Context: an optimization exercise on an open-source flow, tuned for small area, a short achievable clock period and few clock cycles per item. The choices shown serve that exercise and are no tape-out recipe. At most, simulation tests tie the RTL to the original design; equivalence was not proved. The RTL of run 1 was laid out without a check of its function. Power figures rest on the tool's default switching activity, not on a simulated workload.

## design.v

```verilog
`timescale 1ns / 1ps
module gain_comp_rows (input [35:0] v, output [35:0] ra, output [35:0] rb);
    wire n1 = ~v[14] ^ v[1];
    wire n2 = ~v[14] & v[1];
    wire n3 = ~v[14] ^ ~v[15] ^ v[2];
    wire n4 = (~v[14] & ~v[15]) | (~v[14] & v[2]) | (~v[15] & v[2]);
    wire n5 = v[5] ^ v[6];
    wire n6 = v[5] & v[6];
    wire n7 = ~v[15] ^ ~v[16] ^ v[3];
    wire n8 = (~v[15] & ~v[16]) | (~v[15] & v[3]) | (~v[16] & v[3]);
    wire n9 = n1 ^ v[4] ^ v[5];
    wire n10 = (n1 & v[4]) | (n1 & v[5]) | (v[4] & v[5]);
    wire n11 = v[7] ^ v[8];
    wire n12 = v[7] & v[8];
    wire n13 = n2 ^ n3 ^ n5;
    wire n14 = (n2 & n3) | (n2 & n5) | (n3 & n5);
    wire n15 = v[8] ^ v[9] ^ v[11];
    wire n16 = (v[8] & v[9]) | (v[8] & v[11]) | (v[9] & v[11]);
    wire n17 = v[12] ^ v[13];
    wire n18 = v[12] & v[13];
    wire n19 = n4 ^ n6 ^ n7;
    wire n20 = (n4 & n6) | (n4 & n7) | (n6 & n7);
    wire n21 = v[6] ^ v[7] ^ v[9];
    wire n22 = (v[6] & v[7]) | (v[6] & v[9]) | (v[7] & v[9]);
    wire n23 = v[10] ^ v[12] ^ v[13];
    wire n24 = (v[10] & v[12]) | (v[10] & v[13]) | (v[12] & v[13]);
    wire n25 = n8 ^ ~v[16] ^ ~v[17];
    wire n26 = (n8 & ~v[16]) | (n8 & ~v[17]) | (~v[16] & ~v[17]);
    wire n27 = v[4] ^ v[7] ^ v[8];
    wire n28 = (v[4] & v[7]) | (v[4] & v[8]) | (v[7] & v[8]);
    wire n29 = v[10] ^ v[11] ^ v[13];
    wire n30 = (v[10] & v[11]) | (v[10] & v[13]) | (v[11] & v[13]);
    wire n31 = ~v[17] ^ ~v[18] ^ v[5];
    wire n32 = (~v[17] & ~v[18]) | (~v[17] & v[5]) | (~v[18] & v[5]);
    wire n33 = v[8] ^ v[9] ^ v[11];
    wire n34 = (v[8] & v[9]) | (v[8] & v[11]) | (v[9] & v[11]);
    wire n35 = ~v[14] ^ ~v[18] ^ ~v[19];
    wire n36 = (~v[14] & ~v[18]) | (~v[14] & ~v[19]) | (~v[18] & ~v[19]);
    wire n37 = v[6] ^ v[9] ^ v[10];
    wire n38 = (v[6] & v[9]) | (v[6] & v[10]) | (v[9] & v[10]);
    wire n39 = v[12] ^ v[13];
    wire n40 = v[12] & v[13];
    wire n41 = ~v[15] ^ ~v[19] ^ ~v[20];
    wire n42 = (~v[15] & ~v[19]) | (~v[15] & ~v[20]) | (~v[19] & ~v[20]);
    wire n43 = v[7] ^ v[10] ^ v[11];
    wire n44 = (v[7] & v[10]) | (v[7] & v[11]) | (v[10] & v[11]);
    wire n45 = ~v[16] ^ ~v[20] ^ ~v[21];
    wire n46 = (~v[16] & ~v[20]) | (~v[16] & ~v[21]) | (~v[20] & ~v[21]);
    wire n47 = ~v[14] ^ ~v[17] ^ ~v[21];
    wire n48 = (~v[14] & ~v[17]) | (~v[14] & ~v[21]) | (~v[17] & ~v[21]);
    wire n49 = ~v[22] ^ v[9];
    wire n50 = ~v[22] & v[9];
    wire n51 = ~v[15] ^ ~v[18] ^ ~v[22];
    wire n52 = (~v[15] & ~v[18]) | (~v[15] & ~v[22]) | (~v[18] & ~v[22]);
    wire n53 = v[22] ^ v[24];
    wire n54 = v[22] & v[24];
    wire n55 = n9 ^ n11 ^ v[10];
    wire n56 = (n9 & n11) | (n9 & v[10]) | (n11 & v[10]);
    wire n57 = n10 ^ n12 ^ n13;
    wire n58 = (n10 & n12) | (n10 & n13) | (n12 & n13);
    wire n59 = n15 ^ n17;
    wire n60 = n15 & n17;
    wire n61 = n14 ^ n16 ^ n18;
    wire n62 = (n14 & n16) | (n14 & n18) | (n16 & n18);
    wire n63 = n19 ^ n21 ^ n23;
    wire n64 = (n19 & n21) | (n19 & n23) | (n21 & n23);
    wire n65 = n20 ^ n22 ^ n24;
    wire n66 = (n20 & n22) | (n20 & n24) | (n22 & n24);
    wire n67 = n25 ^ n27 ^ n29;
    wire n68 = (n25 & n27) | (n25 & n29) | (n27 & n29);
    wire n69 = n26 ^ n28 ^ n30;
    wire n70 = (n26 & n28) | (n26 & n30) | (n28 & n30);
    wire n71 = n31 ^ n33 ^ v[12];
    wire n72 = (n31 & n33) | (n31 & v[12]) | (n33 & v[12]);
    wire n73 = n32 ^ n34 ^ n35;
    wire n74 = (n32 & n34) | (n32 & n35) | (n34 & n35);
    wire n75 = n37 ^ n39 ^ 1'b1;
    wire n76 = (n37 & n39) | (n37 & 1'b1) | (n39 & 1'b1);
    wire n77 = n36 ^ n38 ^ n40;
    wire n78 = (n36 & n38) | (n36 & n40) | (n38 & n40);
    wire n79 = n41 ^ n43 ^ v[13];
    wire n80 = (n41 & n43) | (n41 & v[13]) | (n43 & v[13]);
    wire n81 = n42 ^ n44 ^ n45;
    wire n82 = (n42 & n44) | (n42 & n45) | (n44 & n45);
    wire n83 = v[8] ^ v[11] ^ v[12];
    wire n84 = (v[8] & v[11]) | (v[8] & v[12]) | (v[11] & v[12]);
    wire n85 = n46 ^ n47 ^ n49;
    wire n86 = (n46 & n47) | (n46 & n49) | (n47 & n49);
    wire n87 = v[12] ^ v[13] ^ 1'b1;
    wire n88 = (v[12] & v[13]) | (v[12] & 1'b1) | (v[13] & 1'b1);
    wire n89 = n48 ^ n50 ^ n51;
    wire n90 = (n48 & n50) | (n48 & n51) | (n50 & n51);
    wire n91 = ~v[23] ^ v[10] ^ v[13];
    wire n92 = (~v[23] & v[10]) | (~v[23] & v[13]) | (v[10] & v[13]);
    wire n93 = n52 ^ ~v[16] ^ ~v[19];
    wire n94 = (n52 & ~v[16]) | (n52 & ~v[19]) | (~v[16] & ~v[19]);
    wire n95 = ~v[23] ^ ~v[24] ^ v[11];
    wire n96 = (~v[23] & ~v[24]) | (~v[23] & v[11]) | (~v[24] & v[11]);
    wire n97 = v[14] ^ ~v[17] ^ ~v[20];
    wire n98 = (v[14] & ~v[17]) | (v[14] & ~v[20]) | (~v[17] & ~v[20]);
    wire n99 = ~v[24] ^ ~v[25] ^ v[12];
    wire n100 = (~v[24] & ~v[25]) | (~v[24] & v[12]) | (~v[25] & v[12]);
    wire n101 = v[15] ^ ~v[18] ^ ~v[21];
    wire n102 = (v[15] & ~v[18]) | (v[15] & ~v[21]) | (~v[18] & ~v[21]);
    wire n103 = ~v[25] ^ ~v[26] ^ v[13];
    wire n104 = (~v[25] & ~v[26]) | (~v[25] & v[13]) | (~v[26] & v[13]);
    wire n105 = v[14] ^ v[16] ^ ~v[19];
    wire n106 = (v[14] & v[16]) | (v[14] & ~v[19]) | (v[16] & ~v[19]);
    wire n107 = ~v[22] ^ ~v[26] ^ ~v[27];
    wire n108 = (~v[22] & ~v[26]) | (~v[22] & ~v[27]) | (~v[26] & ~v[27]);
    wire n109 = v[15] ^ v[17] ^ ~v[20];
    wire n110 = (v[15] & v[17]) | (v[15] & ~v[20]) | (v[17] & ~v[20]);
    wire n111 = ~v[23] ^ ~v[27] ^ ~v[28];
    wire n112 = (~v[23] & ~v[27]) | (~v[23] & ~v[28]) | (~v[27] & ~v[28]);
    wire n113 = v[16] ^ v[18] ^ ~v[21];
    wire n114 = (v[16] & v[18]) | (v[16] & ~v[21]) | (v[18] & ~v[21]);
    wire n115 = ~v[24] ^ ~v[28] ^ ~v[29];
    wire n116 = (~v[24] & ~v[28]) | (~v[24] & ~v[29]) | (~v[28] & ~v[29]);
    wire n117 = v[17] ^ v[19] ^ ~v[22];
    wire n118 = (v[17] & v[19]) | (v[17] & ~v[22]) | (v[19] & ~v[22]);
    wire n119 = ~v[25] ^ ~v[29] ^ ~v[30];
    wire n120 = (~v[25] & ~v[29]) | (~v[25] & ~v[30]) | (~v[29] & ~v[30]);
    wire n121 = v[18] ^ v[20] ^ ~v[23];
    wire n122 = (v[18] & v[20]) | (v[18] & ~v[23]) | (v[20] & ~v[23]);
    wire n123 = ~v[26] ^ ~v[30] ^ ~v[31];
    wire n124 = (~v[26] & ~v[30]) | (~v[26] & ~v[31]) | (~v[30] & ~v[31]);
    wire n125 = v[19] ^ v[21] ^ ~v[24];
    wire n126 = (v[19] & v[21]) | (v[19] & ~v[24]) | (v[21] & ~v[24]);
    wire n127 = ~v[27] ^ ~v[31] ^ ~v[32];
    wire n128 = (~v[27] & ~v[31]) | (~v[27] & ~v[32]) | (~v[31] & ~v[32]);
    wire n129 = v[20] ^ v[22] ^ ~v[25];
    wire n130 = (v[20] & v[22]) | (v[20] & ~v[25]) | (v[22] & ~v[25]);
    wire n131 = ~v[28] ^ ~v[32] ^ ~v[33];
    wire n132 = (~v[28] & ~v[32]) | (~v[28] & ~v[33]) | (~v[32] & ~v[33]);
    wire n133 = v[21] ^ v[23] ^ ~v[26];
    wire n134 = (v[21] & v[23]) | (v[21] & ~v[26]) | (v[23] & ~v[26]);
    wire n135 = ~v[29] ^ ~v[33] ^ ~v[34];
    wire n136 = (~v[29] & ~v[33]) | (~v[29] & ~v[34]) | (~v[33] & ~v[34]);
    wire n137 = n53 ^ ~v[27] ^ ~v[30];
    wire n138 = (n53 & ~v[27]) | (n53 & ~v[30]) | (~v[27] & ~v[30]);
    wire n139 = ~v[34] ^ v[35] ^ 1'b1;
    wire n140 = (~v[34] & v[35]) | (~v[34] & 1'b1) | (v[35] & 1'b1);
    wire n141 = n54 ^ v[23] ^ v[25];
    wire n142 = (n54 & v[23]) | (n54 & v[25]) | (v[23] & v[25]);
    wire n143 = ~v[28] ^ ~v[31] ^ v[35];
    wire n144 = (~v[28] & ~v[31]) | (~v[28] & v[35]) | (~v[31] & v[35]);
    wire n145 = v[24] ^ v[26] ^ ~v[29];
    wire n146 = (v[24] & v[26]) | (v[24] & ~v[29]) | (v[26] & ~v[29]);
    wire n147 = ~v[32] ^ 1'b1;
    wire n148 = ~v[32] & 1'b1;
    wire n149 = v[25] ^ v[27] ^ ~v[30];
    wire n150 = (v[25] & v[27]) | (v[25] & ~v[30]) | (v[27] & ~v[30]);
    wire n151 = ~v[33] ^ 1'b1;
    wire n152 = ~v[33] & 1'b1;
    wire n153 = v[26] ^ v[28] ^ ~v[31];
    wire n154 = (v[26] & v[28]) | (v[26] & ~v[31]) | (v[28] & ~v[31]);
    wire n155 = ~v[34] ^ 1'b1;
    wire n156 = ~v[34] & 1'b1;
    wire n157 = v[27] ^ v[29] ^ ~v[32];
    wire n158 = (v[27] & v[29]) | (v[27] & ~v[32]) | (v[29] & ~v[32]);
    wire n159 = v[28] ^ v[30];
    wire n160 = v[28] & v[30];
    wire n161 = v[29] ^ v[31];
    wire n162 = v[29] & v[31];
    wire n163 = n55 ^ v[11];
    wire n164 = n55 & v[11];
    wire n165 = n56 ^ n57 ^ n59;
    wire n166 = (n56 & n57) | (n56 & n59) | (n57 & n59);
    wire n167 = n58 ^ n60 ^ n61;
    wire n168 = (n58 & n60) | (n58 & n61) | (n60 & n61);
    wire n169 = n62 ^ n64 ^ n65;
    wire n170 = (n62 & n64) | (n62 & n65) | (n64 & n65);
    wire n171 = n66 ^ n68 ^ n69;
    wire n172 = (n66 & n68) | (n66 & n69) | (n68 & n69);
    wire n173 = n70 ^ n72 ^ n73;
    wire n174 = (n70 & n72) | (n70 & n73) | (n72 & n73);
    wire n175 = n74 ^ n76 ^ n77;
    wire n176 = (n74 & n76) | (n74 & n77) | (n76 & n77);
    wire n177 = n78 ^ n80 ^ n81;
    wire n178 = (n78 & n80) | (n78 & n81) | (n80 & n81);
    wire n179 = n82 ^ n84 ^ n85;
    wire n180 = (n82 & n84) | (n82 & n85) | (n84 & n85);
    wire n181 = n86 ^ n88 ^ n89;
    wire n182 = (n86 & n88) | (n86 & n89) | (n88 & n89);
    wire n183 = n90 ^ n92 ^ n93;
    wire n184 = (n90 & n92) | (n90 & n93) | (n92 & n93);
    wire n185 = n94 ^ n96 ^ n97;
    wire n186 = (n94 & n96) | (n94 & n97) | (n96 & n97);
    wire n187 = n98 ^ n100 ^ n101;
    wire n188 = (n98 & n100) | (n98 & n101) | (n100 & n101);
    wire n189 = n102 ^ n104 ^ n105;
    wire n190 = (n102 & n104) | (n102 & n105) | (n104 & n105);
    wire n191 = n106 ^ n108 ^ n109;
    wire n192 = (n106 & n108) | (n106 & n109) | (n108 & n109);
    wire n193 = n110 ^ n112 ^ n113;
    wire n194 = (n110 & n112) | (n110 & n113) | (n112 & n113);
    wire n195 = n114 ^ n116 ^ n117;
    wire n196 = (n114 & n116) | (n114 & n117) | (n116 & n117);
    wire n197 = n118 ^ n120 ^ n121;
    wire n198 = (n118 & n120) | (n118 & n121) | (n120 & n121);
    wire n199 = n122 ^ n124 ^ n125;
    wire n200 = (n122 & n124) | (n122 & n125) | (n124 & n125);
    wire n201 = n126 ^ n128 ^ n129;
    wire n202 = (n126 & n128) | (n126 & n129) | (n128 & n129);
    wire n203 = n130 ^ n132 ^ n133;
    wire n204 = (n130 & n132) | (n130 & n133) | (n132 & n133);
    wire n205 = n134 ^ n136 ^ n137;
    wire n206 = (n134 & n136) | (n134 & n137) | (n136 & n137);
    wire n207 = n138 ^ n140 ^ n141;
    wire n208 = (n138 & n140) | (n138 & n141) | (n140 & n141);
    wire n209 = n142 ^ n144 ^ n145;
    wire n210 = (n142 & n144) | (n142 & n145) | (n144 & n145);
    wire n211 = n146 ^ n148 ^ n149;
    wire n212 = (n146 & n148) | (n146 & n149) | (n148 & n149);
    wire n213 = n150 ^ n152 ^ n153;
    wire n214 = (n150 & n152) | (n150 & n153) | (n152 & n153);
    wire n215 = n154 ^ n156 ^ n157;
    wire n216 = (n154 & n156) | (n154 & n157) | (n156 & n157);
    wire n217 = n158 ^ n159 ^ ~v[33];
    wire n218 = (n158 & n159) | (n158 & ~v[33]) | (n159 & ~v[33]);
    wire n219 = n160 ^ n161 ^ ~v[34];
    wire n220 = (n160 & n161) | (n160 & ~v[34]) | (n161 & ~v[34]);
    wire n221 = n162 ^ v[30] ^ v[32];
    wire n222 = (n162 & v[30]) | (n162 & v[32]) | (v[30] & v[32]);
    wire n223 = v[31] ^ v[33];
    wire n224 = v[31] & v[33];
    wire n225 = v[32] ^ v[34];
    wire n226 = v[32] & v[34];
    wire n227 = n163 ^ v[12];
    wire n228 = n163 & v[12];
    wire n229 = n164 ^ n165 ^ 1'b1;
    wire n230 = (n164 & n165) | (n164 & 1'b1) | (n165 & 1'b1);
    wire n231 = n166 ^ n167 ^ n63;
    wire n232 = (n166 & n167) | (n166 & n63) | (n167 & n63);
    wire n233 = n168 ^ n169 ^ n67;
    wire n234 = (n168 & n169) | (n168 & n67) | (n169 & n67);
    wire n235 = n170 ^ n171 ^ n71;
    wire n236 = (n170 & n171) | (n170 & n71) | (n171 & n71);
    wire n237 = n172 ^ n173 ^ n75;
    wire n238 = (n172 & n173) | (n172 & n75) | (n173 & n75);
    wire n239 = n174 ^ n175 ^ n79;
    wire n240 = (n174 & n175) | (n174 & n79) | (n175 & n79);
    wire n241 = n176 ^ n177 ^ n83;
    wire n242 = (n176 & n177) | (n176 & n83) | (n177 & n83);
    wire n243 = n178 ^ n179 ^ n87;
    wire n244 = (n178 & n179) | (n178 & n87) | (n179 & n87);
    wire n245 = n180 ^ n181 ^ n91;
    wire n246 = (n180 & n181) | (n180 & n91) | (n181 & n91);
    wire n247 = n182 ^ n183 ^ n95;
    wire n248 = (n182 & n183) | (n182 & n95) | (n183 & n95);
    wire n249 = n184 ^ n185 ^ n99;
    wire n250 = (n184 & n185) | (n184 & n99) | (n185 & n99);
    wire n251 = n186 ^ n187 ^ n103;
    wire n252 = (n186 & n187) | (n186 & n103) | (n187 & n103);
    wire n253 = n188 ^ n189 ^ n107;
    wire n254 = (n188 & n189) | (n188 & n107) | (n189 & n107);
    wire n255 = n190 ^ n191 ^ n111;
    wire n256 = (n190 & n191) | (n190 & n111) | (n191 & n111);
    wire n257 = n192 ^ n193 ^ n115;
    wire n258 = (n192 & n193) | (n192 & n115) | (n193 & n115);
    wire n259 = n194 ^ n195 ^ n119;
    wire n260 = (n194 & n195) | (n194 & n119) | (n195 & n119);
    wire n261 = n196 ^ n197 ^ n123;
    wire n262 = (n196 & n197) | (n196 & n123) | (n197 & n123);
    wire n263 = n198 ^ n199 ^ n127;
    wire n264 = (n198 & n199) | (n198 & n127) | (n199 & n127);
    wire n265 = n200 ^ n201 ^ n131;
    wire n266 = (n200 & n201) | (n200 & n131) | (n201 & n131);
    wire n267 = n202 ^ n203 ^ n135;
    wire n268 = (n202 & n203) | (n202 & n135) | (n203 & n135);
    wire n269 = n204 ^ n205 ^ n139;
    wire n270 = (n204 & n205) | (n204 & n139) | (n205 & n139);
    wire n271 = n206 ^ n207 ^ n143;
    wire n272 = (n206 & n207) | (n206 & n143) | (n207 & n143);
    wire n273 = n208 ^ n209 ^ n147;
    wire n274 = (n208 & n209) | (n208 & n147) | (n209 & n147);
    wire n275 = n210 ^ n211 ^ n151;
    wire n276 = (n210 & n211) | (n210 & n151) | (n211 & n151);
    wire n277 = n212 ^ n213 ^ n155;
    wire n278 = (n212 & n213) | (n212 & n155) | (n213 & n155);
    wire n279 = n214 ^ n215 ^ v[35];
    wire n280 = (n214 & n215) | (n214 & v[35]) | (n215 & v[35]);
    wire n281 = n216 ^ n217 ^ 1'b1;
    wire n282 = (n216 & n217) | (n216 & 1'b1) | (n217 & 1'b1);
    wire n283 = n218 ^ n219 ^ 1'b1;
    wire n284 = (n218 & n219) | (n218 & 1'b1) | (n219 & 1'b1);
    wire n285 = n220 ^ n221 ^ v[35];
    wire n286 = (n220 & n221) | (n220 & v[35]) | (n221 & v[35]);
    wire n287 = n222 ^ n223 ^ 1'b1;
    wire n288 = (n222 & n223) | (n222 & 1'b1) | (n223 & 1'b1);
    wire n289 = n224 ^ n225 ^ 1'b1;
    wire n290 = (n224 & n225) | (n224 & 1'b1) | (n225 & 1'b1);
    wire n291 = n226 ^ v[33] ^ ~v[35];
    wire n292 = (n226 & v[33]) | (n226 & ~v[35]) | (v[33] & ~v[35]);
    wire n293 = v[34] ^ 1'b1;
    wire n294 = v[34] & 1'b1;
    assign ra = {1'b1, n294, n292, n290, n288, n286, n284, n282, n280, n278, n276, n274, n272, n270, n268, n266, n264, n262, n260, n258, n256, n254, n252, n250, n248, n246, n244, n242, n240, n238, n236, n234, n232, n230, n228, n227};
    assign rb = {1'b0, ~v[35], n293, n291, n289, n287, n285, n283, n281, n279, n277, n275, n273, n271, n269, n267, n265, n263, n261, n259, n257, n255, n253, n251, n249, n247, n245, n243, n241, n239, n237, n235, n233, n231, n229, 1'b1};
endmodule
`timescale 1ns / 1ps
module norm5_unit #(
    parameter DIMENSIONS    = 5,
    parameter DATA_WIDTH    = 32,
    parameter CORDIC_WIDTH  = 38,
    parameter CORDIC_STAGES = 16,
    parameter ANGLE_WIDTH   = 16
)(
    input                              clk,
    input                              nreset,
    input                              start,
    input  [DIMENSIONS*DATA_WIDTH-1:0] w_in,
    output [DIMENSIONS*DATA_WIDTH-1:0] w_out,
    output                             done
);
    localparam W  = 36;      
    localparam OW = 22;      
    localparam CW = W - 6;   
    reg st_idle;    
    reg st_a1;      
    reg st_v;       
    reg st_va;      
    reg st_vb;      
    reg st_r1l;     
    reg st_r;       
    reg st_ra;      
    reg st_rb;      
    reg st_rc;      
    reg [1:0] p;
    reg [3:0] i;     
    reg [3:0] yl, yh, xl, xh;    
    reg wo3, wo4, wo5;
    reg s0;          
    reg ysg;         
    reg rinx, rcnx, riny, rcny;
    reg done_r;
    reg signed [W-1:0] X, Y;
    reg        f;                
    reg        qf;               
    reg        zf;               
    reg [15:0] T1;               
    reg        n1;               
    reg [OW-1:0] O3, O4, O5;     
    wire [15:0] T2 = O3[15:0];
    wire [15:0] T3 = O4[15:0];
    wire [15:0] T4 = O5[15:0];
    reg [W-1:0]  RA, RB;         
    wire [31:0] w1 = w_in[31:0];
    wire [31:0] w2 = w_in[63:32];
    wire [31:0] w3 = w_in[95:64];
    wire [31:0] w4 = w_in[127:96];
    wire [31:0] w5 = w_in[159:128];
    wire [31:0] wsel = st_idle ? w2 :
                       st_a1   ? w1 :
                       (p == 2'd0) ? w3 : (p == 2'd1) ? w4 : w5;
    wire [W-1:0] ld = {wsel[29:0], 6'b0} ^ {W{wsel[31]}};
    reg [15:0] Tcur;
    always @(*) begin
        case (p)
            2'd0:    Tcur = T4;
            2'd1:    Tcur = T3;
            2'd2:    Tcur = T2;
            default: Tcur = T1;
        endcase
    end
    wire vd  = ~s0 & ysg;
    wire inx = st_v ? vd : rinx;
    wire cnx = st_v ? (s0 ? f : ysg) : rcnx;
    wire iny = st_v ? ~vd : riny;
    wire cny = st_v ? (s0 ? ~f : ~ysg) : rcny;
    reg [W-1:0] yt, xt, ysh, xsh;
    integer b, k;
    always @(*) begin
        for (b = 0; b < W; b = b + 1) begin
            yt[b] = 1'b0; xt[b] = 1'b0;
            for (k = 0; k < 4; k = k + 1) begin
                yt[b] = yt[b] | (yl[k] & Y[(b + k > W - 1) ? W - 1 : b + k]);
                xt[b] = xt[b] | (xl[k] & X[(b + k > W - 1) ? W - 1 : b + k]);
            end
        end
        for (b = 0; b < W; b = b + 1) begin
            ysh[b] = 1'b0; xsh[b] = 1'b0;
            for (k = 0; k < 4; k = k + 1) begin
                ysh[b] = ysh[b] | (yh[k] & yt[(b + 4 * k > W - 1) ? W - 1 : b + 4 * k]);
                xsh[b] = xsh[b] | (xh[k] & xt[(b + 4 * k > W - 1) ? W - 1 : b + 4 * k]);
            end
        end
    end
    wire [W:0] xs = {X, 1'b1} + {ysh ^ {W{inx}}, cnx};
    wire [W:0] ys = {Y, 1'b1} + {xsh ^ {W{iny}}, cny};
    wire [W-1:0] xa = xs[W:1];
    wire [W-1:0] ya = ys[W:1];
    wire [W-1:0] tin = X;
    wire [W-1:0] ra, rb;
    gain_comp_rows u_gc (.v(tin), .ra(ra), .rb(rb));
    always @(posedge clk) begin
        RA <= ra;
        RB <= rb;
    end
    wire [W-1:0]  cs  = RA + RB;
    wire [CW-1:0] cpa = cs[W-1:6];                 
    wire nn = (p == 2'd0) ? T3[0] : (p == 2'd1) ? T2[0] : n1;
    localparam [W-1:0] ONE = 36'h004000000;    
    localparam [W-1:0] MONE = -ONE;
    always @(posedge clk) begin
        if (st_idle | st_a1 | st_va | st_vb)
            X <= ld;
        else if (st_v | st_r)
            X <= xa;
        else if (st_ra)
            X <= Y;                          
        else if (st_r1l)
            X <= zf ? {W{1'b0}} : ONE;
        else if (st_rb)
            X <= (p == 2'd3) ? {cpa, 6'b0} : {W{1'b0}};
        if (st_idle)
            Y <= {W{1'b0}};
        else if (st_a1 | st_v | st_r | st_va | st_ra)
            Y <= ya;
        else if (st_r1l)
            Y <= zf ? {W{1'b0}} : (f ? MONE : ONE);
        else     
            Y <= {cpa ^ {CW{st_rb & nn & (p != 2'd3)}}, {6{st_rb & nn & (p != 2'd3)}}};
        if (st_idle | st_a1 | st_va) f <= wsel[31];
        else if (st_rb) f <= nn;
        if (st_a1) begin qf <= w1[31] ^ w2[31]; n1 <= w1[31]; end
        else if (st_va) qf <= wsel[31];
        if (st_idle) zf <= ~|w_in;
    end
    always @(posedge clk) ysg <= ya[W-1];
    wire [15:0] Tnext = (p == 2'd0) ? T3 : (p == 2'd1) ? T2 : T1;    
    reg  nd;
    always @(*) begin
        if (st_rb)        nd = Tnext[0];           
        else if (st_r1l)  nd = T4[2];              
        else if (s0)      nd = Tcur[1];            
        else              nd = Tcur[2];            
    end
    wire n0 = st_rb;                               
    wire nf = st_rb ? nn : f;
    always @(posedge clk) begin
        if (st_idle) begin
            rinx <= 1'b0; rcnx <= 1'b0; riny <= 1'b0; rcny <= wsel[31];
        end else begin
            rinx <= nd;
            rcnx <= n0 ? (nd ^ nf) : nd;
            riny <= n0 ? 1'b0 : ~nd;
            rcny <= n0 ? nf : ~nd;
        end
    end
    wire r = (st_v & s0) ? qf : (ysg ^ qf);
    wire rsh = st_r & ~s0;
    always @(posedge clk) begin
        if ((st_v && p == 2'd0) || (rsh && p == 2'd3)) T1 <= {r, T1[15:1]};
        if (wo3) O3 <= cpa[OW-1:0];
        else if ((st_v && p == 2'd1) || (rsh && p == 2'd2)) O3[15:0] <= {r, O3[15:1]};
        if (wo4) O4 <= cpa[OW-1:0];
        else if ((st_v && p == 2'd2) || (rsh && p == 2'd1)) O4[15:0] <= {r, O4[15:1]};
        if (wo5) O5 <= cpa[OW-1:0];
        else if ((st_v && p == 2'd3) || st_r1l || (rsh && p == 2'd0)) O5[15:0] <= {r, O5[15:1]};
    end
    always @(posedge clk or negedge nreset) begin
        if (~nreset) begin
            st_idle <= 1'b1;
            st_a1 <= 1'b0; st_v <= 1'b0; st_va <= 1'b0; st_vb <= 1'b0; st_r1l <= 1'b0;
            st_r <= 1'b0; st_ra <= 1'b0; st_rb <= 1'b0; st_rc <= 1'b0;
            done_r <= 1'b0;
        end else begin
            st_idle <= (st_idle & ~start) | st_rc;
            st_a1   <= st_idle & start;
            st_v    <= st_a1 | st_vb | (st_v & ~(i == 4'd15) & ~(p == 2'd3 && i == 4'd14));
            st_va   <= st_v & (i == 4'd15) & (p != 2'd3);
            st_vb   <= st_va;
            st_r1l  <= st_v & (p == 2'd3) & (i == 4'd14);
            st_r    <= st_r1l | (st_rb & (p != 2'd3)) | (st_r & (i != 4'd15));
            st_ra   <= st_r & (i == 4'd15);
            st_rb   <= st_ra;
            st_rc   <= st_rb & (p == 2'd3);
            done_r  <= st_rc;
        end
    end
    always @(posedge clk) begin
        wo5 <= st_rb & (p == 2'd0);
        wo4 <= st_rb & (p == 2'd1);
        wo3 <= st_rb & (p == 2'd2);
        s0 <= st_a1 | st_vb | st_rb | (s0 & ~(st_v | st_r | st_r1l));
        if (st_a1 | st_r1l) p <= 2'd0;
        else if (st_vb | st_rb) p <= p + 2'd1;
        if (st_idle | st_a1 | st_vb | st_rb) begin      
            i <= 4'd0;
            yl <= 4'd1; yh <= 4'd1; xl <= 4'd1; xh <= 4'd1;
        end else if (st_r1l) begin
            i <= 4'd1;
            yl <= 4'd2; yh <= 4'd1; xl <= 4'd2; xh <= 4'd1;
        end else if (st_v | st_r) begin
            i <= i + 4'd1;
            yl <= {yl[2:0], yl[3]};
            xl <= {xl[2:0], xl[3]};
            if (i[1:0] == 2'd3) begin
                yh <= {yh[2:0], yh[3]};
                xh <= {xh[2:0], xh[3]};
            end
        end
    end
    assign done = done_r;
    wire [OW-1:0] r1 = Y[OW+5:6];
    wire [OW-1:0] r2 = X[OW+5:6];
    assign w_out = {{(32-OW){O5[OW-1]}}, O5,
                    {(32-OW){O4[OW-1]}}, O4,
                    {(32-OW){O3[OW-1]}}, O3,
                    {(32-OW){r2[OW-1]}}, r2,
                    {(32-OW){r1[OW-1]}}, r1};
endmodule
```

## flow/run.sh

```bash
#!/bin/bash
# The standard layout (standard.sh), with the port buffers made of the smallest
# buffer cell (sky130_fd_sc_hd__buf_1) and the timing repair aimed 6.0 ns below the period.
set -euo pipefail
sed -e 's|"\${@:-finish}"|BUFFER_PORTS_ARGS="-buffer_cell sky130_fd_sc_hd__buf_1" "${@:-finish}"|' \
    -e 's|SETUP_SLACK_MARGIN=[0-9.]*|SETUP_SLACK_MARGIN=6.0|' standard.sh > standard_mod.sh
grep -q BUFFER_PORTS_ARGS standard_mod.sh
bash standard_mod.sh > standard.log 2>&1
```

## standard.sh

```bash
#!/bin/bash
# synth_recipe.tcl (not shown) runs the flow's synth.tcl, then flattens the netlist and writes it again
# the make line also repeats each setting of config.mk as NAME=value (left out here)
make -C /OpenROAD-flow-scripts/flow DESIGN_CONFIG=/design/flow/config.mk WORK_HOME=/design/flow/orfs CLKGATE_MAP_FILE= SYNTH_SCRIPT=/design/flow/synth_recipe.tcl "${@:-finish}"
```

## config.mk

```make
export PLATFORM = sky130hd
export DESIGN_NAME = norm5_unit
export DESIGN_NICKNAME = norm5_unit
export VERILOG_FILES = /design/flow/design.v
export SDC_FILE = /design/flow/constraint.sdc
export NUM_CORES = 8
export LEC_CHECK = 0
export CAP_MARGIN = 20
export CORE_MARGIN = 2
export CORE_UTILIZATION = 40
export SETUP_SLACK_MARGIN = 5
export SLEW_MARGIN = 20
```

## constraint.sdc

```tcl
create_clock -name core_clock -period 10.0 [get_ports {clk}]
set_input_delay 2.0000 -clock core_clock [delete_from_list [all_inputs] [get_ports {clk}]]
set_output_delay 2.0000 -clock core_clock [all_outputs]
set_load 0.01 [all_outputs]
```

==> summary.txt, run 1 <==
The path type of the worst min-delay path is flop to flop. Once placement finished, the instance area stood at 25760 um^2. The initial antenna violation count came to 3. The number of sinks on the clock net came out at 269. Once detail routing completed, the nets flagged for antenna violations numbered 0. The final weighted congestion in routability-driven placement is 1.026. The number of H-tree levels came out at 2. The synthesis-to-finish area growth is 21.42%. The worst setup path is launched from a flop.

The remaining global-route overflow is 0. The share of layout cells above drive strength 1 came out at 17.91%. The tree is rooted in a clkbuf_16. The number of max-slew violations in the final report is 0. The number of buffers created by CTS is 36. The total power per unit cell area came out at 86.36 nW/um^2. The width of the die is 251.0 um. At the pin with the least slew margin, the transition time is 1079 ps. The commonest cells after synthesis are nand2_1, a21oi_1, inv_1. The area enclosed by the die boundary came out at 63020 um^2.

The finished cells cover 29640 um^2. The run finished with no timing, DRC or antenna violations. The number of buffers added on ports is 323.

For the worst setup path, the data required time is 10290 ps. The die height came out at 251.0 um. The share of synthesized area spent on multiplexers is 3.654%. The count of final hold-check violations is 0. After synthesis, the largest family of logic cells by area is compound AO/OA/AOI/OAI gates. The post-synthesis cell count came out at 2784. The critical path in this run is classified as flop to flop. The final sum of negative setup slack came out at 0 ps. The standard cell core area came out at 60360 um^2. The final clock skew is 14.49 ps. Counting every net in the synthesized netlist gives 3200. The overall power came out at 2560 uW. The remaining design rule violation count is 0. The maximum resistive drop on vdd is 0.00008297 V. The number of global-route vias before repair came out at 22.83k. Summed over all instances, the cell type with the most area after synthesis is edfxtp_1.

The commonest register cell after synthesis is dfxtp_1. TritonCTS built the clock tree. The maximum fanout along the worst path came out at 5. In this run the mean area of a mapped cell was 8.769 um^2. The violation count after the first detailed-route iteration came out at 2504. The total number of yosys warnings came out at 1. The overall track demand over capacity in global routing is 30.58%. The share of flip-flops with an asynchronous set or reset came out at 4.089%. After clock tree synthesis, the clock-pin slew on the worst setup and hold paths is 60 ps. The synthesized flop and latch total is 269. The clock reaches the later pin of the worst-skew pair after 570 ps.

The number of antenna cells inserted came out at 0. Summing the areas of all fa, ha and maj instances in the mapped netlist gives 16.72% of the synthesized area. The count of different cell masters after synthesis is 89. Setup repair after global routing could not meet its margin everywhere. The number of setup violations in the final report is 0.

Entering global routing, the biggest net connects 73 pins. The max-capacitance violation count is 0. The data arrival time of the critical path is 4610 ps. The worst setup path is captured at a flop.

The post-DP HPWL came out at 73.86 mm. In the post-synthesis netlist, the cell with the most instances is nand2_1. The placement row count came out at 90. In this run the count of I/O pins placed on the die edge is 324.

The post-route minimum period came out at 4311 ps. The post-synthesis xor/xnor area fraction is 8.252%. The total leakage power is 0.01201 uW. The routed layout has 23.61k vias. The total length of routed wires came out at 100.4 mm. The worst path uses 43.11% of the clock period.

The area share of the leading cell type in the synthesized netlist came out at 14.88%. The number of synthesized flops with an enable pin is 121. The number of cells in the design after placement came out at 3676. For this run, the register share of the synthesized area comes to 27.25%.

The synthesized netlist occupies a cell area of 24410 um^2. The first-pass GRT wire length is 144.8 mm. In the routed layout, each cell is associated on average with a via count of 6.074. The number of buffers between clock root and the deepest sink is 3. Timing would allow up to 0.2320 GHz. The worst slew slack as a fraction of its limit is 27.43%. Sorting the synthesized cells by area gives the leading types as edfxtp_1, dfxtp_1, fa_1. The number of detailed-route iterations in the first pass came out at 7. The initial standard-cell utilization of the core came out at 40.45%. In the final routed layout, each cell accounts on average for 25.82 um. Of the total synthesized cell area, the portion taken by AND, OR, NAND and NOR gates is 12.00%. The worst hold slack across all endpoints came out at 371.4 ps. The post-route non-filler standard cell count came out at 3887.

The complex-gate fraction of the synthesized area came out at 23.48%. In the final design database the tool counted 3494 nets.
[path summary, 6_finish.rpt]
check	start	end	slack [ps]	cells past startpoint
worst max-delay path	yl[1]	X[29]	5690	19
worst min-delay path	st_va	st_vb	370	0
worst max register to register	yl[1]	X[29]	5690	19
worst min register to register	st_va	st_vb	370	0
max in group asynchronous	nreset	st_v	8110	1
min in group asynchronous	nreset	done_r	1430	1
[kinds of logic after synthesis]
| kind of cell | after synthesis |
|---|---|
| flip-flops | 269 |
| buffers and inverters | 465 |
| AND/OR/NAND/NOR | 648 |
| adder cells (fa/ha/maj) | 253 |
| multiplexers | 82 |
| XOR/XNOR | 230 |
| AO/OA/AOI/OAI | 837 |
[state kept, by name (all words and copies together) (netlist names), 2 cells and up]
| name | count |
|---|---|
| Y | 36 |
| O5 | 22 |
| O3 | 22 |
| xh | 4 |
| X | 36 |
| T1 | 16 |
| p | 2 |
| yh | 4 |
| RB | 34 |
| i | 4 |
| O4 | 22 |
| xl | 4 |
| yl | 4 |
| RA | 35 |
[layer usage]
layer / part of all wire [%] / routed length, um / GRT usage [%] / vias to the layer above
met4: 6.7 / 6749 / 17.60 / 0
met2: 46 / 45790 / 49.04 / 1245
met3: 8.8 / 8842 / 6.709 / 275
met1: 39 / 38970 / 38.01 / 11520
met5: 0 / 0 / 0 / -
li1: - / - / - / 10570
[what timing repair did]
item / 4_1_cts / 5_1_grt
pin swaps: 83 / 103
buffers inserted: 110 / 30
endpoints found under the setup margin: 54 / 42
resized for setup: 155 / 174
gates cloned: 4 / 2
hold buffers: 0 / 0
[where the power goes]
group | total (uW) | internal (uW) | switching (uW) | leakage (uW)
Clock | 1330 | 783 | 546 | 0.000588
Sequential | 1140 | 1140 | 0.410 | 0.00233
Combinational | 91.8 | 31.4 | 60.4 | 0.00909
Total | 2560 | 1950 | 606 | 0.0120
[final cells by class]
type	count	area [um^2]
repair buffers	516	2968
inverters	205	772.0
clock inverters	14	135.1
multi-input cells	2050	17020
clock buffers	51	1072
fillers	5758	30720
flip-flops and latches	269	6694
well taps	782	978.4
[critical path, cell delays in order (launching register included)]
cell and delay (ps):
dfxtp_4 390, buf_12 150, a22oi_2 190, nand2_2 100
a22o_1 240, a221oi_4 280, xor2_2 260, ha_4 250
and3_4 200, a31o_4 230, a211oi_4 300, buf_4 180
o211ai_1 140, a221oi_2 270, buf_4 190, nor2_4 50
a31oi_4 200, xnor2_1 90, a222oi_1 210, a21oi_1 110
[through the flow]
| step | util, % | setup WS (ps) |
|---|---|---|
| 2_1_floorplan | - | 5951 |
| 3_3_place_gp | 42.68 | 4802 |
| 3_5_place_dp | 42.68 | 4795 |
| 4_1_cts | 47.33 | 5742 |
| 5_1_grt | 49.11 | 5532 |
| 6_report | 49.11 | 5689 |
[cell usage in the layout, fill, tap and decap left out, types with 20 or more instances in the layout]
| cell type | n |
|---|---|
| nand2_2 | 29 |
| o21ai_0 | 76 |
| xnor2_1 | 113 |
| a22oi_1 | 152 |
| a22o_1 | 38 |
| xor2_1 | 95 |
| dfxtp_2 | 20 |
| a221oi_1 | 20 |
| nor3_1 | 20 |
| nand2_1 | 220 |
| fa_1 | 122 |
| buf_6 | 27 |
| ha_1 | 106 |
| buf_1 | 323 |
| mux2i_1 | 38 |
| dfxtp_1 | 115 |
| clkbuf_16 | 42 |
| nor4_1 | 42 |
| mux2_2 | 40 |
| inv_1 | 203 |
| a21o_1 | 51 |
| nand4_1 | 31 |
| buf_4 | 154 |
| a221oi_2 | 28 |
| a21oi_1 | 214 |
| edfxtp_1 | 121 |
| nand3_1 | 32 |
| nor2_1 | 173 |
| a22oi_2 | 21 |
==> inputs of run 2 (changes only) <==
--- a/design.v
+++ b/design.v
@@ -337,7 +337,7 @@
     reg        f;                
     reg        qf;               
     reg        zf;               
-    reg [15:0] T1;               
+    reg [OW-1:0] T1;             
     reg        n1;               
     reg [OW-1:0] O3, O4, O5;     
     wire [15:0] T2 = O3[15:0];
@@ -359,7 +359,7 @@
             2'd0:    Tcur = T4;
             2'd1:    Tcur = T3;
             2'd2:    Tcur = T2;
-            default: Tcur = T1;
+            default: Tcur = T1[15:0];
         endcase
     end
     wire vd  = ~s0 & ysg;
@@ -410,8 +410,8 @@
             X <= Y;                          
         else if (st_r1l)
             X <= zf ? {W{1'b0}} : ONE;
-        else if (st_rb)
-            X <= (p == 2'd3) ? {cpa, 6'b0} : {W{1'b0}};
+        else     
+            X <= {W{1'b0}};
         if (st_idle)
             Y <= {W{1'b0}};
         else if (st_a1 | st_v | st_r | st_va | st_ra)
@@ -427,7 +427,7 @@
         if (st_idle) zf <= ~|w_in;
     end
     always @(posedge clk) ysg <= ya[W-1];
-    wire [15:0] Tnext = (p == 2'd0) ? T3 : (p == 2'd1) ? T2 : T1;    
+    wire [15:0] Tnext = (p == 2'd0) ? T3 : (p == 2'd1) ? T2 : T1[15:0];    
     reg  nd;
     always @(*) begin
         if (st_rb)        nd = Tnext[0];           
@@ -450,7 +450,8 @@
     wire r = (st_v & s0) ? qf : (ysg ^ qf);
     wire rsh = st_r & ~s0;
     always @(posedge clk) begin
-        if ((st_v && p == 2'd0) || (rsh && p == 2'd3)) T1 <= {r, T1[15:1]};
+        if (st_rb && p == 2'd3) T1 <= cpa[OW-1:0];
+        else if ((st_v && p == 2'd0) || (rsh && p == 2'd3)) T1[15:0] <= {r, T1[15:1]};
         if (wo3) O3 <= cpa[OW-1:0];
         else if ((st_v && p == 2'd1) || (rsh && p == 2'd2)) O3[15:0] <= {r, O3[15:1]};
         if (wo4) O4 <= cpa[OW-1:0];
@@ -503,7 +504,7 @@
     end
     assign done = done_r;
     wire [OW-1:0] r1 = Y[OW+5:6];
-    wire [OW-1:0] r2 = X[OW+5:6];
+    wire [OW-1:0] r2 = T1;
     assign w_out = {{(32-OW){O5[OW-1]}}, O5,
                     {(32-OW){O4[OW-1]}}, O4,
                     {(32-OW){O3[OW-1]}}, O3,
==> summary.txt, run 2 <==
In this run the remaining antenna-violating nets after routing total 0. The flip-flop and latch area came out at 6581 um^2. The most frequent standard cell in the layout excluding fill and tap cells is buf_1.

The synthesized netlist occupies a cell area of 23900 um^2. In this run the number of H-tree levels came out at 2. The total leakage power came out at 0.01159 uW.

In the post-synthesis netlist, the biggest area contributors are dfxtp_1, edfxtp_1, fa_1. The maximum number of pins on one net before global-route repair is 72. The share of layout cells above drive strength 1 came out at 16.66%. In this run, placement finished with an instance count of 3638. The power dissipated by switching net loads is 558.1 uW.

The capturing element type of the critical path is a flop. At the end of routability-driven placement, the weighted congestion stood at 0.9576. The area of combinational cells with multiple inputs came out at 16580 um^2. The path type of the worst min-delay path is flop to flop. Setup repair after global routing could not meet its margin everywhere. The number of detailed-route iterations in the first pass came out at 7. IR analysis of the VDD net gives a maximum drop of 0.0001022 V. The maximum fanout along the worst path came out at 10. The width of the die is 248.4 um. Counting instances in the post-synthesis netlist gives the leading cell types as nand2_1, a21oi_1, inv_1. The floorplan step set the die height to 248.4 um.

The synthesized flop and latch total is 275. The buffer type at the clock tree root is clkbuf_16. Summed over all failing endpoints, the final setup total negative slack is 0 ps.

324 I/O pins were placed. In the synthesized netlist, the number of instances is 2739. The proportion of power drawn by the clock network came out at 49.4%. The count of final hold-check violations came out at 0. The worst setup path is launched from a flop. The placement row count is 89. The violation count after the first detailed-route iteration came out at 2431. The later pin in the worst-skew pair is clocked with a latency of 560 ps. The post-route minimum period is 4017 ps. The standard cell core area came out at 59020 um^2. By instance count, the leading cell after synthesis is nand2_1. Clock-pin slew was measured on the worst setup and hold paths at 60 ps.

The initial standard-cell utilization of the core came out at 40.49%. Dividing the detail-routed via count by the number of cells gives 6.008. Measured against its own limit, the worst slew margin works out to 24.09%.

The die covers 61710 um^2. The post-layout net count came out at 3412. The count of different cell masters after synthesis is 86. The initial antenna violation count is 4.

In this run the power density over the cells is 85.02 nW/um^2. For this run, design rule violations remaining after detail routing come to 0. The overall track demand over capacity in global routing is 28.47%. The data required time of the critical path is 10460 ps. The number of buffers created by CTS came out at 34. The final clock skew is 26.53 ps. The final route contains 22.80k vias. The total overflow left after global routing is 0. TritonCTS built the clock tree.

The net count after synthesis came out at 3155. The commonest register cell after synthesis is dfxtp_1. In the final layout, the registers with the most flip-flops are X x36, Y x36, RA x35. The number of max-slew violations in the final report is 0. For this run, the number of Yosys warnings is 1. The fraction of power spent switching nets came out at 23.03%. The total length of routed wires is 93.68 mm. The post-route non-filler standard cell count is 3795. The post-route clock period utilization came out at 40.17%.

In the layout the commonest cells are buf_1, nand2_1, a21oi_1. The number of synthesized flops with an enable pin is 91. The number of fillers in the final layout came out at 5602.

Relative to the synthesized area, the layout overhead comes to 19.24%. The wire-length estimate of the detail-placed layout is 69.20 mm. The sequential fraction of design power came out at 47.2%. The internal power contribution is 1865 uW.

The classification of the worst setup path is flop to flop. The area share of the leading cell type in the synthesized netlist came out at 14.49%. The peak clock frequency supported by timing is 0.2489 GHz. The number of global-route vias before repair came out at 22.05k. A synthesized cell averages 8.725 um^2. The share of flip-flops with an asynchronous set or reset is 4.000%. The clock passes through at most 3 buffers. The routed wire length per instance is 24.68 um. The count of buffers added on input and output ports is 323. The data arrival time of the critical path came out at 4480 ps.

The share of the yosys chip area belonging to registers is 27.09%. The synthesized design spends more area on one cell type than any other, namely dfxtp_1. The number of setup violations in the final report is 0. The max-capacitance violation count is 0. The first-pass GRT wire length is 135.8 mm. At the pin with the least slew margin, the transition time is 1130 ps.

Buffers inserted to repair hold after CTS numbered 0. The run finished with no timing, DRC or antenna violations. The share of total power dissipated in combinational logic is 3.5%. Counting every sink on the clock net gives 275.
[run 2: metal layers]
| layer | share of wire [%] | global-route usage [%] | up-vias |
|---|---|---|---|
| li1 | - | - | 10310 |
| met1 | 39 | 35.23 | 11010 |
| met2 | 46 | 46.77 | 1196 |
| met3 | 7.6 | 4.972 | 280 |
| met4 | 6.7 | 16.25 | 2 |
| met5 | 0.014 | 0 | - |
[run 2: path summary, 6_finish.rpt]
check | endpoint | start | slack, ps | depth (start not counted)
max | X[31] | yl[1] | 5980 | 18
min | st_vb | st_va | 370 | 0
max reg2reg | X[31] | yl[1] | 5980 | 18
min reg2reg | st_vb | st_va | 370 | 0
max in group asynchronous | st_v | nreset | 8040 | 1
min in group asynchronous | done_r | nreset | 1450 | 1
[run 2: per-stage QoR]
stage	total power (uW)	hold WS, ps	cell area [um^2]	utilization [%]	setup slack [ps]
3_3_place_gp	1252	354.2	25260	42.79	5382
4_1_cts	2443	373.9	27030	45.81	5939
3_5_place_dp	1254	361.5	25290	42.85	5328
5_1_grt	2491	377.6	28490	48.28	5849
6_report	2423	371.4	28490	48.28	5983
2_1_floorplan	1201	346.1	23900	-	6000
[run 2: worst max-delay path, cell delays in order, from the launching register on]
cell      delay, ps
dfxtp_4         390
buf_6           170
a22oi_1         180
nand2_1         110
buf_4           170
a22oi_2         170
nand2_1         150
xnor2_1         160
ha_1            350
a21oi_2         190
o211ai_1        140
nand4_1         190
a211oi_2        110
o31a_1          330
o31a_1          330
or2_4           290
a21oi_2         150
xor2_1          100
a221oi_1        250
[run 2: layout make-up]
type	instances	share of cell area [%]
diodes	2	0.01756
well taps	773	3.394
multi-input cells	2023	58.20
flip-flops and latches	275	23.10
inverters	201	2.648
clock inverters	9	0.2810
repair buffers	461	8.887
clock buffers	51	3.478
[run 2: kinds of logic (layout without fill, tap and decap cells)]
group	after synthesis	after routing	share of synthesized area [%]
AO/OA/AOI/OAI	817	817	23.16
XOR/XNOR	227	227	8.320
adder cells (fa/ha/maj)	253	253	17.08
buffers and inverters	441	722	8.131
flip-flops	275	275	27.09
multiplexers	91	91	4.131
other	0	2	0
AND/OR/NAND/NOR	635	635	12.09
[run 2: what timing repair did]
| action | CTS | global route |
|---|---|---|
| buffers inserted | 32 | 58 |
| resized for setup | 108 | 211 |
| setup endpoints to repair | 47 | 33 |
| pin swaps | 32 | 88 |
| gates cloned | 1 | 4 |
[run 2: power by group through the flow]
stage / registers [uW] / clock network (uW) / logic [uW]
final: 1140 / 1200 / 83.9
after global routing: 1140 / 1260 / 90.7
after CTS: 1150 / 1210 / 83.7
after detailed placement: 1170 / 0 / 83.3
after global placement: 1170 / 0 / 81.4
after floorplan: 1170 / 0 / 30.0
Testbench counts of run 2, summed over its fixed seeds: cycles 27,840, items 192.
==> inputs of run 3 (changes only) <==
==> flow/run.sh (replaced) <==
#!/bin/bash
# The standard layout (standard.sh), with the port buffers made of the smallest
# buffer cell (sky130_fd_sc_hd__buf_1) and the timing repair aimed 5.5 ns below the period.
set -euo pipefail
sed -e 's|"\${@:-finish}"|BUFFER_PORTS_ARGS="-buffer_cell sky130_fd_sc_hd__buf_1" "${@:-finish}"|' \
    -e 's|SETUP_SLACK_MARGIN=[0-9.]*|SETUP_SLACK_MARGIN=5.5|' standard.sh > standard_mod.sh
grep -q BUFFER_PORTS_ARGS standard_mod.sh
bash standard_mod.sh > standard.log 2>&1
==> summary.txt, run 3 <==
The post-synthesis cell count came out at 2739. The largest registers in the layout are X x36, Y x36, RA x35. The number of max-slew violations in the final report came out at 0. The critical path is of the flop to flop type. The analysis attributes to net switching a power of 560.8 uW. The remaining global-route overflow is 0. The first detailed-routing pass ran for 8 iterations.

The maximum resistive drop on vdd came out at 0.0001439 V. The violation count after the first detailed-route iteration came out at 2153. The number of setup violations in the final report is 0. The synthesized flop and latch total is 275.

Among all flip-flop cells after synthesis, the most frequent one is dfxtp_1. The number of synthesized flops with an enable pin came out at 91. The data arrival time of the critical path is 4870 ps. The final weighted congestion in routability-driven placement came out at 1.006. The post-synthesis area per instance came out at 8.725 um^2. The initial standard-cell utilization of the core is 40.49%. The worst setup path is captured at a flop. The floorplan step defined a die boundary enclosing 61710 um^2.

Measured in cells, the most critical reg-to-reg path has a length of 16. The number of hold buffers added after CTS came out at 0. The remaining design rule violation count is 0.

The total area inside the core boundary comes to 59020 um^2. The peak clock frequency supported by timing came out at 0.2300 GHz. The most used standard cell by instance count after synthesis is nand2_1. The internal power contribution came out at 1917 uW. The total power per unit cell area is 93.43 nW/um^2. The share of the yosys chip area belonging to registers is 27.09%. Sequential cells account for 46.2% of the total power.

The initial antenna violation count came out at 3. The later-pin clock latency in the skew report came out at 610 ps. Of the total power, the share spent switching nets is 22.63%. Counting instances in the post-synthesis netlist gives the leading cell types as nand2_1, a21oi_1, inv_1. In this run the clock root is driven by a clkbuf_16. Cells with a size suffix above 1 make up 7.666% of the layout.

Summed over all cells, the static leakage comes to 0.01091 uW. The max-capacitance violation count is 0. The via density per instance is 5.997. Along the worst path, the maximum fanout reaches 8. The number of buffers created by CTS came out at 31. The biggest area contributor in the post-synthesis netlist is dfxtp_1.

From left edge to right edge, the die measures 248.4 um. The share of flip-flops with an asynchronous set or reset came out at 4.000%. The post-layout net count came out at 3313. The number of sinks on the clock net came out at 275.

The placement row count came out at 89. The net count after synthesis is 3155. The synthesis-to-finish area growth is 10.98%.

The total standard cell area after synthesis came out at 23900 um^2. Leaving out fill and tap cells, the most frequent cells in the layout are buf_1, nand2_1, a21oi_1. In the post-synthesis netlist, the biggest area contributors are dfxtp_1, edfxtp_1, fa_1. The number of cells on the worst hold path came out at 0. The final sum of negative setup slack came out at 0 ps. Headroom to the max-slew limit came out at 19.91%. The number of global-route vias before repair came out at 22.03k. The count of final hold-check violations is 0. After synthesis, the largest area contributor takes up 14.49% of total cell area. The flow ran to the end and the layout has no timing, DRC or antenna violations.

The number of buffers between clock root and the deepest sink came out at 3. The first-pass GRT wire length came out at 133.4 mm. The total length of routed wires came out at 89.34 mm. The routed wire length per instance is 24.17 um. The count of different cell masters after synthesis came out at 86. In this run the worst hold path is classified as flop to flop. The post-route minimum period came out at 4348 ps. At the pin with the least slew margin, the transition time is 1190 ps. In this run the vertical extent of the chip is 248.4 um. The top-level port count is 324. For the final database, setup skew stands at 26.00 ps. The post-layout utilization of the core came out at 44.94%. The part of the total power dissipated in combinational logic is 3.3%. The proportion of power drawn by the clock network came out at 50.5%.

The data required time of the critical path came out at 10530 ps. The kind of start point of the critical path is a flop. TritonCTS built the clock tree. For this run, the number of Yosys warnings is 1. The number of H-tree levels is 1. The number of nets with antenna violations after detailed routing is 0.

The library cell used most frequently in the layout, excluding fill and tap cells, is buf_1. The post-DP HPWL came out at 68.18 mm. The routed layout has 22.17k vias. Clock-pin slew was measured on the worst setup and hold paths at 70 ps. Entering global routing, the biggest net connects 102 pins. Setup repair after global routing could not meet its margin everywhere.

The post-route clock period utilization came out at 43.48%. The number of buffers added on ports is 323. The overall track demand over capacity in global routing came out at 27.72%.
[run 3: metrics by stage]
stage	setup slack [ps]	instances	power [uW]	cell area (um^2)	hold slack (ps)
after floorplan	5957	2739	1201	23900	346.1
after global placement	5379	3635	1252	25240	354.7
after detailed placement	5321	3635	1253	25240	359.0
after CTS	5564	3693	2496	26360	372.7
after global routing	5442	3696	2542	26520	395.8
final	5652	3697	2478	26520	370.9
[run 3: critical path, cell delays in order, from the launching register on]
cell and delay, ps:
dfxtp_1 510, a22oi_1 270, nand2_1 150, a22o_1 260
a221oi_1 380, xor2_1 230, ha_1 310, a21oi_1 260
o21ai_0 140, a221oi_1 290, o41a_1 340, o21ai_1 160
a211o_1 290, a21oi_1 210, xor2_1 220, a21oi_1 90
o2bb2ai_1 190
[run 3: repair_timing]
item | CTS | global route
buffers inserted | 0 | 2
pin swaps | 0 | 3
setup endpoints to repair | 12 | 20
endpoints found under the hold margin | 0 | 0
gates resized for setup | 4 | 46
gates cloned | 0 | 0
[run 3: power groups by stage]
stage | clock [uW] | sequential, uW | combinational (uW)
6_report | 1250 | 1150 | 82.3
5_1_grt | 1310 | 1140 | 89.0
4_1_cts | 1270 | 1150 | 81.9
3_5_place_dp | 0 | 1170 | 81.6
3_3_place_gp | 0 | 1170 | 80.9
2_1_floorplan | 0 | 1170 | 30.0
[run 3: cell type report]
cell class	instances	area [um^2]
clock buffer	36	814.5
timing repair buffer	365	1543
multi-input combinational	2023	15620
clock inverter	22	295.3
fill	5746	32500
sequential	275	6524
antenna	2	5.005
inverter	201	754.5
tap	773	967.2
[run 3: kinds of logic after synthesis]
kind of cell | synth area share [%]
AO/OA/AOI/OAI | 23.16
AND/OR/NAND/NOR | 12.09
buffers and inverters | 8.131
flip-flops | 27.09
adder cells (fa/ha/maj) | 17.08
XOR/XNOR | 8.320
multiplexers | 4.131
[run 3: path summary, 6_finish.rpt]
kind | start | endpoint | slack [ps]
max in group asynchronous | nreset | st_v | 8170
min in group asynchronous | nreset | st_rc | 1380
worst max register to register | X[24] | Y[35] | 5650
worst max-delay path | X[24] | Y[35] | 5650
worst min register to register | st_va | st_vb | 370
worst min-delay path | st_va | st_vb | 370
[run 3: per-layer routing]
layer | vias up | track usage [%] | routed length (um) | share of wire, %
met5 | - | 0 | 0 | 0
met3 | 230 | 5.422 | 7084 | 7.9
met2 | 1059 | 46.01 | 41940 | 47
met4 | 0 | 14.73 | 4961 | 5.6
met1 | 10770 | 33.97 | 35360 | 40
li1 | 10110 | - | - | -
==> inputs of run 4 (changes only) <==
==> flow/run.sh (replaced) <==
#!/bin/bash
# The standard layout (standard.sh), with the port buffers made of the smallest
# buffer cell (sky130_fd_sc_hd__buf_1) and the timing repair aimed 5.75 ns below the period.
set -euo pipefail
sed -e 's|"\${@:-finish}"|BUFFER_PORTS_ARGS="-buffer_cell sky130_fd_sc_hd__buf_1" "${@:-finish}"|' \
    -e 's|SETUP_SLACK_MARGIN=[0-9.]*|SETUP_SLACK_MARGIN=5.75|' standard.sh > standard_mod.sh
grep -q BUFFER_PORTS_ARGS standard_mod.sh
bash standard_mod.sh > standard.log 2>&1
--- a/config.mk
+++ b/config.mk
@@ -8,5 +8,6 @@
 export CAP_MARGIN = 20
 export CORE_MARGIN = 2
 export CORE_UTILIZATION = 40
+export CTS_BUF_LIST = sky130_fd_sc_hd__clkbuf_4
 export SETUP_SLACK_MARGIN = 5
 export SLEW_MARGIN = 20
==> summary.txt, run 4 <==
Once layout is complete, the cells apart from fillers number 3821. The number of buffers added on ports came out at 323. For the pin with the worst max-slew slack, the measured transition is 1226 ps. The initial standard-cell utilization of the core came out at 40.49%. The data required time of the critical path came out at 10740 ps.

The largest incremental delay on the critical path is 410 ps. The maximum resistive drop on vdd came out at 0.00006465 V. The total length of routed wires came out at 91.49 mm. The synthesized design contains 91 enable-type register cells. The classification of the worst setup path is flop to flop. The worst setup margin came out at 5813 ps. The total power per unit cell area came out at 84.11 nW/um^2. The later-pin clock latency in the skew report is 870 ps. The count of final hold-check violations came out at 0.

The share of the Yosys chip area taken by registers is 27.09%. The via density per instance is 5.970. The total area inside the core boundary comes to 59020 um^2. The path type of the worst min-delay path is flop to flop. The area share of the leading cell type in the synthesized netlist is 14.49%. The commonest register cell after synthesis is dfxtp_1. The net count after synthesis is 3155. In this run, placement finished with an instance count of 3635. The kind of start point of the critical path is a flop. The area of combinational cells with multiple inputs is 16220 um^2. The layout has 5752 filler cells. The number of sinks on the clock net came out at 275. The first-pass GRT wire length is 134.6 mm. The share of total power dissipated in combinational logic is 3.6%. The total leakage power is 0.01131 uW. The flip-flop and latch area came out at 6565 um^2. The placement row count is 89.

The number of buffers created by CTS is 77. The die height came out at 248.4 um. The power dissipated by switching net loads is 592.9 uW.

The post-placement cell area is 25240 um^2. Sequential cells account for 49.5% of the total power. The post-route clock period utilization is 41.87%.

The cell type contributing the most total cell area after synthesis is dfxtp_1. Setup repair after global routing left no endpoint under its margin. The number of H-tree levels is 3. For this run, the post-layout net count is 3397.

The number of buffers between clock root and the deepest sink came out at 3. From synthesis to final layout, the design area changed by 14.96%. The post-DP HPWL came out at 68.18 mm. Once detail routing completed, the nets flagged for antenna violations numbered 0.

The worst pin sits at a relative slew slack of 17.64%. The final weighted congestion in routability-driven placement is 1.006. Yosys attributes the largest share of cell area to dfxtp_1, edfxtp_1, fa_1. The flow ran to the end and the layout has no timing, DRC or antenna violations. On the critical path, the stage with the largest delay is an instance of dfxtp_4. The final clock skew came out at 82.48 ps. The fraction of power spent switching nets is 25.66%. The area enclosed by the die boundary is 61710 um^2.

The final non-filler cell area is 27470 um^2. The critical path goes through buf_6 -> a22oi_1 -> nand2_1 -> a22o_1 -> a221oi_2 -> xor2_1 -> ha_1 -> nand2_1 -> nor2_2 -> nand4_1 -> a211oi_2 -> o31a_1 -> o31a_1 -> a21oi_1 -> a21oi_1 -> xnor2_1 -> o221ai_1. TritonCTS built the clock tree. In this run, the clock network consumes 47.0% of the power. The initial antenna violation count came to 5.

Hold repair after CTS inserted 0 buffers. The number of detailed-route iterations in the first pass is 9. The synthesized flop and latch total is 275. The maximum number of pins on one net before global-route repair came out at 102. The total number of yosys warnings is 1. Leaving out fill and tap cells, the most frequent cells in the layout are buf_1, nand2_1, a21oi_1. The most used standard cell by instance count after synthesis is nand2_1.

STA classifies the critical path endpoint as a flop. The library cell used most frequently in the layout, excluding fill and tap cells, is buf_1. The detailed router finished its first iteration with 1931 violations.

The post-placement setup slack is 5321 ps. The detailed router placed 22.81k vias in this run. The total standard cell area after synthesis is 23900 um^2. The max-capacitance violation count is 0.

324 I/O pins were placed. The post-route minimum period is 4187 ps. The routed wire length per instance came out at 23.94 um. The remaining global-route overflow came out at 0. Sorting the synthesized cells by how often they occur yields nand2_1, a21oi_1, inv_1. Clock tree synthesis selected as its root buffer the cell clkbuf_4. The overall power came out at 2311 uW. The width of the die came out at 248.4 um.

The post-route netlist has 15.18% of its cells at a drive strength greater than 1. Along the worst path, the maximum fanout reaches 18. Internal power comes to 1718 uW. After synthesis, the share of flip-flops with an asynchronous set or reset is 4.000%.

The netlist uses 86 different library cells. The data arrival time of the critical path came out at 4930 ps. The overall track demand over capacity in global routing is 28.16%. Derived from the worst setup path, the maximum achievable clock frequency is 0.2388 GHz. Clock-pin slew was measured on the worst setup and hold paths at 80 ps.

The number of global-route vias before repair was 22.42k. The post-synthesis area per instance came out at 8.725 um^2. The post-synthesis cell count is 2739. The number of max-slew violations in the final report is 0. The largest registers in the layout are X x36, Y x36, RA x35. The remaining design rule violation count is 0. The number of setup violations in the final report is 0. The final sum of negative setup slack is 0 ps.
## run 4: path summary, 6_finish.rpt
path                       startpoint  endpoint  slack [ps]  cells after the start
setup reg to reg                yl[2]     X[35]        5810                     17
setup / recovery                yl[2]     X[35]        5810                     17
max in group asynchronous      nreset      st_v        8340                      1
hold reg to reg                 st_va     st_vb         370                      0
hold / removal                  st_va     st_vb         370                      0
min in group asynchronous      nreset      st_r        1170                      1
## run 4: per-layer routing
| metal | vias to the layer above | wire [um] | track usage, % |
|---|---|---|---|
| met3 | 288 | 7520 | 6.595 |
| met1 | 11030 | 35930 | 33.98 |
| met5 | - | 0 | 0 |
| li1 | 10340 | - | - |
| met2 | 1160 | 42690 | 45.78 |
| met4 | 0 | 5345 | 16.60 |
## run 4: critical path, delay by kind of cell (launching register included)
kind / cells / cell delay [ps]
AND/OR/NAND/NOR: 4 / 660
adder cells (fa/ha/maj): 1 / 410
AO/OA/AOI/OAI: 9 / 2170
XOR/XNOR: 2 / 220
buffers and inverters: 1 / 190
flip-flops: 1 / 410
## run 4: logic make-up after synthesis
group	share of synthesized area [%]
fa+ha+maj	17.08
flops	27.09
simple gates	12.09
xor+xnor	8.320
mux	4.131
buf+inv	8.131
compound gates	23.16
## run 4: cell type report
type | count | area share, %
multi-input combinational | 2023 | 59.03
sequential | 275 | 23.90
timing repair buffer | 403 | 7.077
tap | 773 | 3.521
clock buffer | 110 | 3.006
inverter | 201 | 2.746
clock inverter | 31 | 0.6786
antenna | 5 | 0.04554
## run 4: through the flow
stage | hold slack, ps | utilization [%]
after floorplan | 346.1 | -
after CTS | 372.6 | 44.67
final | 369.3 | 46.55
after global routing | 396.8 | 46.54
after detailed placement | 359.0 | 42.77
after global placement | 354.7 | 42.77
## run 4: repair_timing
action,4_1_cts,5_1_grt
cloned,0,2
resized for setup,40,179
endpoints found under the setup margin,36,30
pin swaps,0,46
buffers inserted,0,38
## run 4: power by group through the flow
stage	combinational, uW	clock, uW	sequential [uW]
after CTS	81.9	1110	1150
after global routing	89.1	1170	1140
after global placement	80.9	0	1170
final	82.1	1090	1140
after floorplan	30.0	0	1170
after detailed placement	81.6	0	1170

what the ideal ports hide:
How much do the figures lean on ideal ports? The routed layouts below were timed once more, with nothing changed but the port constraints.
Step 1 (the two cells are an assumption about what drives the block):
set clk [get_ports {clk}]
set_driving_cell -lib_cell sky130_fd_sc_hd__clkbuf_16 $clk
set_driving_cell -lib_cell sky130_fd_sc_hd__buf_2 [delete_from_list [all_inputs] $clk]
Step 2 moves the port delays by t, midway between the first and last clock arrival at a register: inputs arrive t later, outputs are due t later. That takes back most of the time a late clock gives input paths.
Three values: no drivers, after step 1, after step 2; two values: the first two.
run	t, ns	slack for setup (ns)	latest minus earliest clock arrival (ns)	slew at the worst register clock pin (ns)	worst slew at a driven data input, ns
run 1	0.625	5.689 / 5.689 / 5.527	0.015 / 0.015	0.06 / 0.06	0.07
run 2	0.605	5.983 / 5.983 / 5.939	0.026 / 0.027	0.06 / 0.06	0.09
run 3	0.663	5.652 / 5.652 / 5.652	0.027 / 0.027	0.07 / 0.07	0.09
run 4	0.885	5.813 / 5.813 / 5.813	0.082 / 0.082	0.08 / 0.08	0.09
After both steps every run listed still meets setup and hold. The setup slack of run 1, which loses most, moves by 0.000 ns with the drivers and by -0.162 ns with both steps.
